What follows belongs to an exercise in optimizing a design on an open flow for small area, a short achievable clock period and few clock cycles per item; a production flow would make more cautious choices. At most, simulation tests tie the RTL to the original design; equivalence was not proved.

## fir_1
module fir_1(
    input clk,
    input reset_p,
    input [15:0]x,
    input act,
    output reg [15:0]y,
    output ready
    );
    assign ready = 1'b1;
    reg [15:0] h0, h1, h2, h3, h4, h5, h6, h7, h8;
    reg [16:0] p2, p3, p4;
    reg [31:0] rs, rc, qs, qc;
    wire s1;
    wire c2;
    wire s3;
    wire c4;
    wire s5;
    wire c6;
    wire s7;
    wire c8;
    wire s9;
    wire c10;
    wire s11;
    wire c12;
    wire s13;
    wire c14;
    wire s15;
    wire c16;
    wire s17;
    wire c18;
    wire s19;
    wire c20;
    wire i21;
    wire s22;
    wire c23;
    wire s24;
    wire c25;
    wire s26;
    wire c27;
    wire s28;
    wire c29;
    wire i30;
    wire s31;
    wire c32;
    wire s33;
    wire c34;
    wire s35;
    wire c36;
    wire s37;
    wire c38;
    wire s39;
    wire c40;
    wire s41;
    wire c42;
    wire s43;
    wire c44;
    wire s45;
    wire c46;
    wire s47;
    wire c48;
    wire s49;
    wire c50;
    wire s51;
    wire c52;
    wire i53;
    wire i54;
    wire s55;
    wire c56;
    wire s57;
    wire c58;
    wire s59;
    wire c60;
    wire s61;
    wire c62;
    wire s63;
    wire c64;
    wire s65;
    wire c66;
    wire s67;
  ...
For scale: about 2,600 cells after synthesis, roughly 310 flip-flops, about 36 I/O pins.
export LEC_CHECK = 0
export ABC_AREA = 1
export CAP_MARGIN = 20
export CORE_MARGIN = 2
export CORE_UTILIZATION = 55
export CTS_BUF_LIST = sky130_fd_sc_hd__clkbuf_16
export CTS_CLUSTER_DIAMETER = 150
export CTS_CLUSTER_SIZE = 20
export SLEW_MARGIN = 20
export SYNTH_HIERARCHICAL = 1
export SYNTH_MINIMUM_KEEP_SIZE = 0
create_clock -name core_clock -period 10.0 [get_ports {clk}]
standard.sh (not shown) runs the stock make flow with config.mk's settings and CLKGATE_MAP_FILE= SYNTH_SCRIPT=/design/flow/synth_recipe.tcl, a recipe that flattens the netlist after the stock synthesis.
==> flow/flow/run.sh <==
#!/bin/bash
set -euo pipefail
bash standard.sh SETUP_SLACK_MARGIN=6.0 finish > standard.log 2>&1
The starting point ran to the end with no violations.
Testbench counts at the start, summed over its fixed seeds: cycles 3,200, items 3,200.
==> next run, changes <==
CORE_UTILIZATION = 40   (was 55)
GPL_ROUTABILITY_DRIVEN = 0   (was default)
Result: Register-to-register slack gets better by 0.13 ns; die area is higher by 37%; wire length decreases by 7.1%; final cell count goes up by 8.0%; area after synthesis is unchanged; clock skew climbs by 0.0060 ns; utilization is lower by 16 points; cell area came out higher by 1.7%.
==> next run, changes <==
GPL_ROUTABILITY_DRIVEN = default   (was 0)
Outcome: The new run finished clean. Hold slack is about the same. Critical path depth does not change. Core utilization hardly moves. Via count came out lower by 0.73%. Non-clock buffer count rose by 1.
==> next run, changes <==
ABC_AREA = default   (was 1)
Synthesized cell count fell by 29%. Cell area drops by 4.4%. Clock-buffer cell count decreases by 2. Via count went down by 19%. Maximum frequency went down by 15%. Worst setup slack loses 0.71 ns. Die area shrinks by 3.3%.
==> next run, changes <==
ABC_AREA = 1   (was default)
CTS_CLUSTER_DIAMETER = 120   (was 150)
CTS_CLUSTER_SIZE = 26   (was 20)
Result: Maximum frequency goes up by 17%. Via count rises by 24%. Routed wire length goes up by 17%. Final area is higher by 4.6%. Non-clock buffer count rises by 36. Die area is higher by 3.4%. First-iteration DRC count rose by 41%. Area after synthesis came out higher by 3.5%.

---

Another version of the RTL of fir_1 (not shown whole).
For scale: about 2500 cells after synthesis, about 36 I/O pins, about 24000 µm² of cells after synthesis.
Design fir_1, start of the top module:
module fir_1(
    input clk,
    input reset_p,
    input [15:0]x,
    input act,
    output reg [15:0]y,
    output ready
    );
    assign ready = 1'b1;
    reg [15:0] h0, h1, h2, h3, h4, h5, h6, h7, h8;
    reg [16:0] p2, p3, p4;
    reg [16:0] p1;
    reg [31:0] rs, rc;
    wire i1;
    wire s2;
    wire c3;
    wire s4;
    wire c5;
    wire i6;
    wire s7;
    wire c8;
    wire s9;
    wire c10;
    wire s11;
    wire c12;
    wire s13;
    wire c14;
    wire i15;
    wire s16;
    wire c17;
    wire s18;
    wire c19;
    wire s20;
    wire c21;
    wire s22;
    wire c23;
    wire i24;
    wire s25;
    wire c26;
    wire i27;
    wire s28;
    wire c29;
    wire s30;
    wire c31;
    wire s32;
    wire c33;
    wire i34;
    wire s35;
    wire c36;
    wire s37;
    wire c38;
    wire s39;
    wire c40;
    wire s41;
    wire c42;
    wire s43;
    wire c44;
    wire s45;
    wire c46;
    wire s47;
    wire c48;
    wire s49;
    wire c50;
    wire s51;
    wire c52;
    wire s53;
    wire c54;
    wire s55;
    wire c56;
    wire i57;
    wire s58;
    wire c59;
    wire s60;
    wire c61;
    wire s62;
    wire c63;
    wire s64;
    wire c65;
    wire s66;
    wire c67;
    wire i68;
  ...
Settings: LEC_CHECK=0, ABC_AREA=1, CAP_MARGIN=20, CORE_MARGIN=2, CORE_UTILIZATION=40, SETUP_SLACK_MARGIN=5, SLEW_MARGIN=20, SYNTH_HIERARCHICAL=1, SYNTH_MINIMUM_KEEP_SIZE=0; clock period 10.0 ns.
run.sh (not shown) runs the stock make flow with config.mk's settings and CLKGATE_MAP_FILE= SYNTH_SCRIPT=/design/flow/synth_recipe.tcl, a recipe that flattens the netlist after the stock synthesis.
Stock flow here: none of the scripts above is used.
The first run passed the timing, design-rule and antenna checks.
Testbench counts at the start, summed over its fixed seeds: cycles 3,200, items 3,200.
==> next run, changes <==
--- a/flow/config.mk
+++ b/flow/config.mk
@@ -11,2 +11,5 @@
 export CORE_UTILIZATION = 40
+export CTS_BUF_LIST = sky130_fd_sc_hd__clkbuf_16
+export CTS_CLUSTER_DIAMETER = 150
+export CTS_CLUSTER_SIZE = 20
 export SETUP_SLACK_MARGIN = 5
Routed wire length is about the same.
Worst setup slack is worse by 0.017 ns.
Final cell count fell by about 1%.
Register-to-register slack degrades by 0.02 ns.
==> next run, changes <==
--- a/flow/config.mk
+++ b/flow/config.mk
@@ -11,5 +11,4 @@
 export CORE_UTILIZATION = 40
-export CTS_BUF_LIST = sky130_fd_sc_hd__clkbuf_16
-export CTS_CLUSTER_DIAMETER = 150
-export CTS_CLUSTER_SIZE = 20
+export CTS_CLUSTER_DIAMETER = 80
+export CTS_CLUSTER_SIZE = 30
 export SETUP_SLACK_MARGIN = 5
After rerunning: Utilization goes up by 0.67 points; cell count goes up by 0.34%; area after synthesis is unchanged; worst setup slack degrades by 0.0097 ns; design area goes up by 1.5%; critical path depth goes up by 10; die area is unchanged; global-route usage barely changes; wire length hardly moves; sequential share of layout area goes down by 0.41 points.
==> next run, changes <==
==> flow/flow/run.sh (new file) <==
#!/bin/bash
set -euo pipefail
bash standard.sh SETUP_SLACK_MARGIN=5.6 finish > standard.log 2>&1
==> flow/standard.sh (new file) <==
#!/bin/bash
# synth_recipe.tcl (not shown) runs the flow's synth.tcl, then flattens the netlist and writes it again
# the make line also repeats each setting of config.mk as NAME=value (left out here)
make -C /OpenROAD-flow-scripts/flow DESIGN_CONFIG=/design/flow/config.mk WORK_HOME=/design/flow/orfs CLKGATE_MAP_FILE= SYNTH_SCRIPT=/design/flow/synth_recipe.tcl "${@:-finish}"
--- a/flow/config.mk
+++ b/flow/config.mk
@@ -11,5 +11,5 @@
 export CORE_UTILIZATION = 40
-export CTS_CLUSTER_DIAMETER = 80
-export CTS_CLUSTER_SIZE = 30
-export SETUP_SLACK_MARGIN = 5
+export CTS_BUF_LIST = sky130_fd_sc_hd__clkbuf_16
+export CTS_CLUSTER_DIAMETER = 150
+export CTS_CLUSTER_SIZE = 20
 export SLEW_MARGIN = 20
removed: flow/run.sh
Utilization rose by 1.0 points.
Setup slack improved by 0.043 ns.
Design area grows by 2.2%.
Cell count came out higher by 1.8%.
Synthesized cell count is unchanged.
Area after synthesis does not change.
Fmax rose by 0.90%.

---

fir_1, a different RTL version from the one above (not shown whole).
For scale: about 2700 cells after synthesis, roughly 0.025 mm^2 of cells after synthesis.
Settings: LEC_CHECK=0, ABC_AREA=1, CAP_MARGIN=20, CORE_MARGIN=2, CORE_UTILIZATION=55, SETUP_SLACK_MARGIN=5, SLEW_MARGIN=20, SYNTH_HIERARCHICAL=1, SYNTH_MINIMUM_KEEP_SIZE=0; clock period 10.0 ns.
Stock flow here: none of the scripts above is used.
The starting point finished with timing, DRC and antenna clean.
Testbench counts at the start, summed over its fixed seeds: cycles 3,200, items 3,200.
Change:
CORE_UTILIZATION = 40   (was 55)
Effect:
- global-route usage decreases by 9.5 points
- design area increases slightly
- register-to-register slack improved by 0.06 ns
- routed wire length decreases slightly
- cell count increases by a few percent
- critical path depth decreases by 1
- clock skew decreases by 0.015 ns
Change:
==> flow/flow/run.sh (new file) <==
#!/bin/bash
set -euo pipefail
bash standard.sh SETUP_SLACK_MARGIN=6.5 finish > standard.log 2>&1
==> flow/standard.sh (new file) <==
#!/bin/bash
# synth_recipe.tcl (not shown) runs the flow's synth.tcl, then flattens the netlist and writes it again
# the make line also repeats each setting of config.mk as NAME=value (left out here)
make -C /OpenROAD-flow-scripts/flow DESIGN_CONFIG=/design/flow/config.mk WORK_HOME=/design/flow/orfs CLKGATE_MAP_FILE= SYNTH_SCRIPT=/design/flow/synth_recipe.tcl "${@:-finish}"
SETUP_SLACK_MARGIN = not set   (was 5)
removed: flow/run.sh
=> Hold slack degrades by 0.0041 ns; routed wire length went up by 4.3%; die area does not change; non-clock buffer count increases by 80; setup slack is worse by 0.047 ns; global-route usage climbs by 0.80 points; cell count increases by 2.3%; sequential cell count stays the same; utilization rose by 2.8 points; via count came out higher by 3.6%.
Change:
==> flow/run.sh (new file) <==
#!/bin/bash
# synth_recipe.tcl (not shown) runs the flow's synth.tcl, then flattens the netlist and writes it again
# the make line also repeats each setting of config.mk as NAME=value (left out here)
make -C /OpenROAD-flow-scripts/flow DESIGN_CONFIG=/design/flow/config.mk WORK_HOME=/design/flow/orfs CLKGATE_MAP_FILE= SYNTH_SCRIPT=/design/flow/synth_recipe.tcl finish
ABC_AREA = not set   (was 1)
CTS_BUF_LIST = sky130_fd_sc_hd__clkbuf_4 sky130_fd_sc_hd__clkbuf_8   (was not set)
SETUP_SLACK_MARGIN = 5   (was not set)
removed: flow/flow/run.sh
removed: flow/standard.sh
Final cell count drops by 27%.
Worst hold slack improves by 0.0078 ns.
Change:
CORE_UTILIZATION = 55   (was 40)
CTS_BUF_LIST = not set   (was sky130_fd_sc_hd__clkbuf_4 sky130_fd_sc_hd__clkbuf_8)
Effect: Utilization climbs by 16 points; hold slack is about the same; worst setup slack gets worse by 0.021 ns; fmax drops by 0.40%; wire length is lower by 0.32%; global-route usage grows by 8.1 points; design area goes down by 1.0%.

---

RTL: one of the versions met above, not the one the previous note started from.
Size in the first run: roughly 2500 cells after synthesis, roughly 280 flip-flops, roughly 36 I/O pins.
clock: 10.0 ns
lec_check: 0
abc_area: 1
cap_margin: 20
core_margin: 2
core_utilization: 40
cts_buf_list: sky130_fd_sc_hd__clkbuf_16
cts_cluster_diameter: 120
cts_cluster_size: 26
setup_slack_margin: 5
slew_margin: 20
synth_hierarchical: 1
synth_minimum_keep_size: 0
Stock flow here: none of the scripts above is used.
The starting point produced a clean layout.
Testbench counts at the start, summed over its fixed seeds: cycles 3,200, items 3,200.
Change:
Settings changed: CTS_CLUSTER_DIAMETER 120 to 100, CTS_CLUSTER_SIZE 26 to 20.
Register-to-register slack stays flat.
Via count rose slightly.
Fmax barely changes.
Routed wire length is about the same.
Area after synthesis does not change.
Final cell count is about the same.
Synthesized cell count is unchanged.

---

run G:
Another version of the RTL of fir_1 (not shown whole).
For scale: roughly 2700 cells after synthesis, about 280 flip-flops, roughly 36 I/O pins, ~25000 µm² of cells after synthesis.
clock: 10.0 ns
lec_check: 0
abc_area: 1
cap_margin: 20
core_margin: 2
core_utilization: 40
cts_cluster_diameter: 60
cts_cluster_size: 24
setup_slack_margin: 5
slew_margin: 20
synth_hierarchical: 1
synth_minimum_keep_size: 0
#### Input delta (run K over run G)
--- a/flow/config.mk
+++ b/flow/config.mk
@@ -12,2 +11,0 @@
-export CTS_CLUSTER_DIAMETER = 60
-export CTS_CLUSTER_SIZE = 24
[summary]
Maximum frequency of run K is on par with run G. Synthesized-area fraction occupied by ao, oa, aoi and oai cells came out exactly the same in run G and run K. Delta(met1 capacity usage during global routing, run K - run G) < 0. Run K went all the way through the flow, and no timing, DRC or antenna check failed. Run K has synthesis-to-finish area growth above what run G had. Run G reports its cell with the largest stage delay on the worst path as fa_2 while run K reports fa_1. Going from run G to run K, the number of clock-tree buffers in the layout was found to have gone up by 45%. Compared run K against run G; cell area within noise. Taking run G as the reference, in run K setup slack went down 0.0039 ns; met2 track demand over resource held.
Function was not checked in any run of this note: the RTL went through the layout flow alone.

---

## JK
RTL: one of the versions met above, not the one the previous note started from.
Size in the first run: roughly 2,600 cells after synthesis, ~310 flip-flops, roughly 36 I/O pins.
==> flow/design.v (excerpt) <==
module fir_1(
    input clk,
    input reset_p,
    input [15:0]x,
    input act,
    output reg [15:0]y,
    output ready
    );
clock: 10.0 ns
lec_check: 0
abc_area: 1
cap_margin: 20
core_margin: 2
core_utilization: 40
cts_buf_list: sky130_fd_sc_hd__clkbuf_16
cts_cluster_diameter: 150
cts_cluster_size: 20
slew_margin: 20
synth_hierarchical: 1
synth_minimum_keep_size: 0
standard.sh (not shown) runs the stock make flow with config.mk's settings and CLKGATE_MAP_FILE= SYNTH_SCRIPT=/design/flow/synth_recipe.tcl, a recipe that flattens the netlist after the stock synthesis.
==> flow/flow/run.sh <==
#!/bin/bash
set -euo pipefail
bash standard.sh SETUP_SLACK_MARGIN=6.3 finish > standard.log 2>&1
Testbench counts of JK, summed over its fixed seeds: cycles 3,200, items 3,200.
## Diff of input files: MS against JK
==> flow/flow/run.sh <==
#!/bin/bash
set -euo pipefail
bash standard.sh SETUP_SLACK_MARGIN=5.6 finish > standard.log 2>&1
[summary]
On depth of the worst register-to-register path: MS sits below JK.
Routability congestion estimate is lower on MS
Relative to JK, sequential share of layout area has increased by 1.2 points in MS.
Number of global-route vias before repair shrinks by a few percent when moving from JK to MS.
Between MS and JK, placement-stage cell area is higher for JK, MS comes in under that.
The run showing the greater met2 track demand over resource is JK.
Lower slew at the pin closest to its max-slew limit among MS and JK: MS
Detailed-route vias per instance ended up 0.94% lower on MS than on JK.

---

Another version of the RTL of fir_1 (not shown whole).
Size: roughly 300 flip-flops.
Design fir_1, start of the top module:
module fir_1(
    input clk,
    input reset_p,
    input [15:0]x,
    input act,
    output reg [15:0]y,
    output ready
    );
Settings: LEC_CHECK=0, ABC_AREA=1, CAP_MARGIN=20, CORE_MARGIN=2, CORE_UTILIZATION=40, CTS_BUF_LIST=sky130_fd_sc_hd__clkbuf_16, CTS_CLUSTER_DIAMETER=150, CTS_CLUSTER_SIZE=20, SLEW_MARGIN=20, SYNTH_HIERARCHICAL=1, SYNTH_MINIMUM_KEEP_SIZE=0; clock period 10.0 ns.
==> flow/flow/run.sh <==
#!/bin/bash
set -euo pipefail
bash standard.sh SETUP_SLACK_MARGIN=6.4 finish > standard.log 2>&1
Next try:
==> flow/flow/run.sh (replaced) <==
#!/bin/bash
set -euo pipefail
bash standard.sh SETUP_SLACK_MARGIN=5.6 finish > standard.log 2>&1
- utilization came out lower by 2.7 points
- routed wire length drops slightly
- design area falls by a few percent
- sequential share of layout area went up by 1.4 points
- hold slack hardly moves
- clock-buffer cell count stays the same
- non-clock buffer count shrinks by 71
- area after synthesis does not change
Next try:
==> flow/run.sh (new file) <==
#!/bin/bash
# synth_recipe.tcl (not shown) runs the flow's synth.tcl, then flattens the netlist and writes it again
# the make line also repeats each setting of config.mk as NAME=value (left out here)
make -C /OpenROAD-flow-scripts/flow DESIGN_CONFIG=/design/flow/config.mk WORK_HOME=/design/flow/orfs CLKGATE_MAP_FILE= SYNTH_SCRIPT=/design/flow/synth_recipe.tcl finish
--- a/flow/config.mk
+++ b/flow/config.mk
@@ -14,2 +14,3 @@
 export CTS_CLUSTER_SIZE = 20
+export SETUP_SLACK_MARGIN = 5
 export SLEW_MARGIN = 20
removed: flow/flow/run.sh
removed: flow/standard.sh
The changed run went through all stages and came out clean.
Global-route usage falls by 0.73 points.
Worst hold slack stays flat.
Wire length drops by 4.0%.
Synthesized cell count stays the same.
Count of clock-buffer cells in the layout does not change.
Final area fell by 4.6%.
Function was not checked in any run of this note: the RTL went through the layout flow alone.

==> port drivers added, routing unchanged <==
How much do the figures lean on ideal ports? The routed layouts below were timed once more, with nothing changed but the port constraints. Step 1, drivers: a clkbuf_16 drives clk and a buf_2 each remaining input, both assumed. Step 2 also shifts input and output timing later by t, the mid clock arrival at the registers, as if the neighbouring blocks saw the same clock. Three values: no drivers, after step 1, after step 2; two values: the first two.
| run | t, ns | setup slack, ns | worst setup path at the end | clock arrival spread, ns | worst register clock-pin slew, ns |
|---|---|---|---|---|---|
| the first run of note 1 | 0.617 | 5.748 / 5.748 / 5.204 | input to register | 0.028 / 0.027 | 0.10 / 0.10 |
| the second run of note 1 | 0.587 | 5.844 / 5.865 / 5.278 | input to register | 0.036 / 0.036 | 0.10 / 0.10 |
| the third run of note 1 | 0.597 | 5.904 / 5.904 / 5.379 | input to register | 0.018 / 0.017 | 0.10 / 0.10 |
| the fourth run of note 1 | 0.598 | 5.190 / 5.190 / 4.666 | input to register | 0.014 / 0.014 | 0.09 / 0.09 |
| the fifth run of note 1 | 0.602 | 5.906 / 5.900 / 5.298 | input to register | 0.029 / 0.028 | 0.11 / 0.11 |
| the first run of note 2 | 0.617 | 5.168 / 5.168 / 4.705 | input to register | 0.016 / 0.016 | 0.06 / 0.06 |
| the second run of note 2 | 0.603 | 5.151 / 5.151 / 4.691 | input to register | 0.041 / 0.041 | 0.11 / 0.11 |
| the third run of note 2 | 0.620 | 5.141 / 5.141 / 4.700 | input to register | 0.028 / 0.028 | 0.09 / 0.09 |
| the fourth run of note 2 | 0.589 | 5.185 / 5.185 / 4.686 | input to register | 0.045 / 0.045 | 0.10 / 0.10 |
| the first run of note 3 | 0.611 | 5.126 / 5.153 / 4.552 | input to register | 0.034 / 0.035 | 0.07 / 0.07 |
| the second run of note 3 | 0.607 | 5.180 / 5.209 / 4.614 | input to register | 0.023 / 0.023 | 0.06 / 0.06 |
| the third run of note 3 | 0.612 | 5.133 / 5.129 / 4.517 | input to register | 0.032 / 0.032 | 0.06 / 0.06 |
| the fourth run of note 3 | 0.695 | 4.758 / 4.758 / 4.095 | input to register | 0.038 / 0.037 | 0.07 / 0.07 |
| the fifth run of note 3 | 0.590 | 4.737 / 4.764 / 4.182 | input to register | 0.018 / 0.018 | 0.06 / 0.06 |
| the first run of note 4 | 0.600 | 5.127 / 5.127 / 4.661 | input to register | 0.027 / 0.028 | 0.11 / 0.11 |
| the second run of note 4 | 0.609 | 5.138 / 5.138 / 4.705 | input to register | 0.027 / 0.026 | 0.09 / 0.09 |
| run G | 0.661 | 5.195 / 5.195 / 4.580 | input to register | 0.031 / 0.030 | 0.09 / 0.09 |
| run K | 0.612 | 5.191 / 5.191 / 4.618 | input to register | 0.024 / 0.024 | 0.07 / 0.07 |
| JK | 0.613 | 5.862 / 5.862 / 5.319 | input to register | 0.033 / 0.033 | 0.10 / 0.10 |
| MS | 0.615 | 5.707 / 5.707 / 5.200 | input to register | 0.028 / 0.027 | 0.11 / 0.11 |
| the first run of note 7 | 0.605 | 5.627 / 5.627 / 5.297 | input to register | 0.044 / 0.043 | 0.11 / 0.11 |
| the second run of note 7 | 0.605 | 5.610 / 5.610 / 5.090 | input to register | 0.042 / 0.042 | 0.11 / 0.11 |
| the third run of note 7 | 0.611 | 5.074 / 5.070 / 4.459 | input to register | 0.044 / 0.045 | 0.11 / 0.11 |
After both steps every run listed still meets setup and hold. For the fourth run of note 3, which loses most, drivers alone change the setup slack by 0.000 ns; drivers and shift together by -0.663 ns.
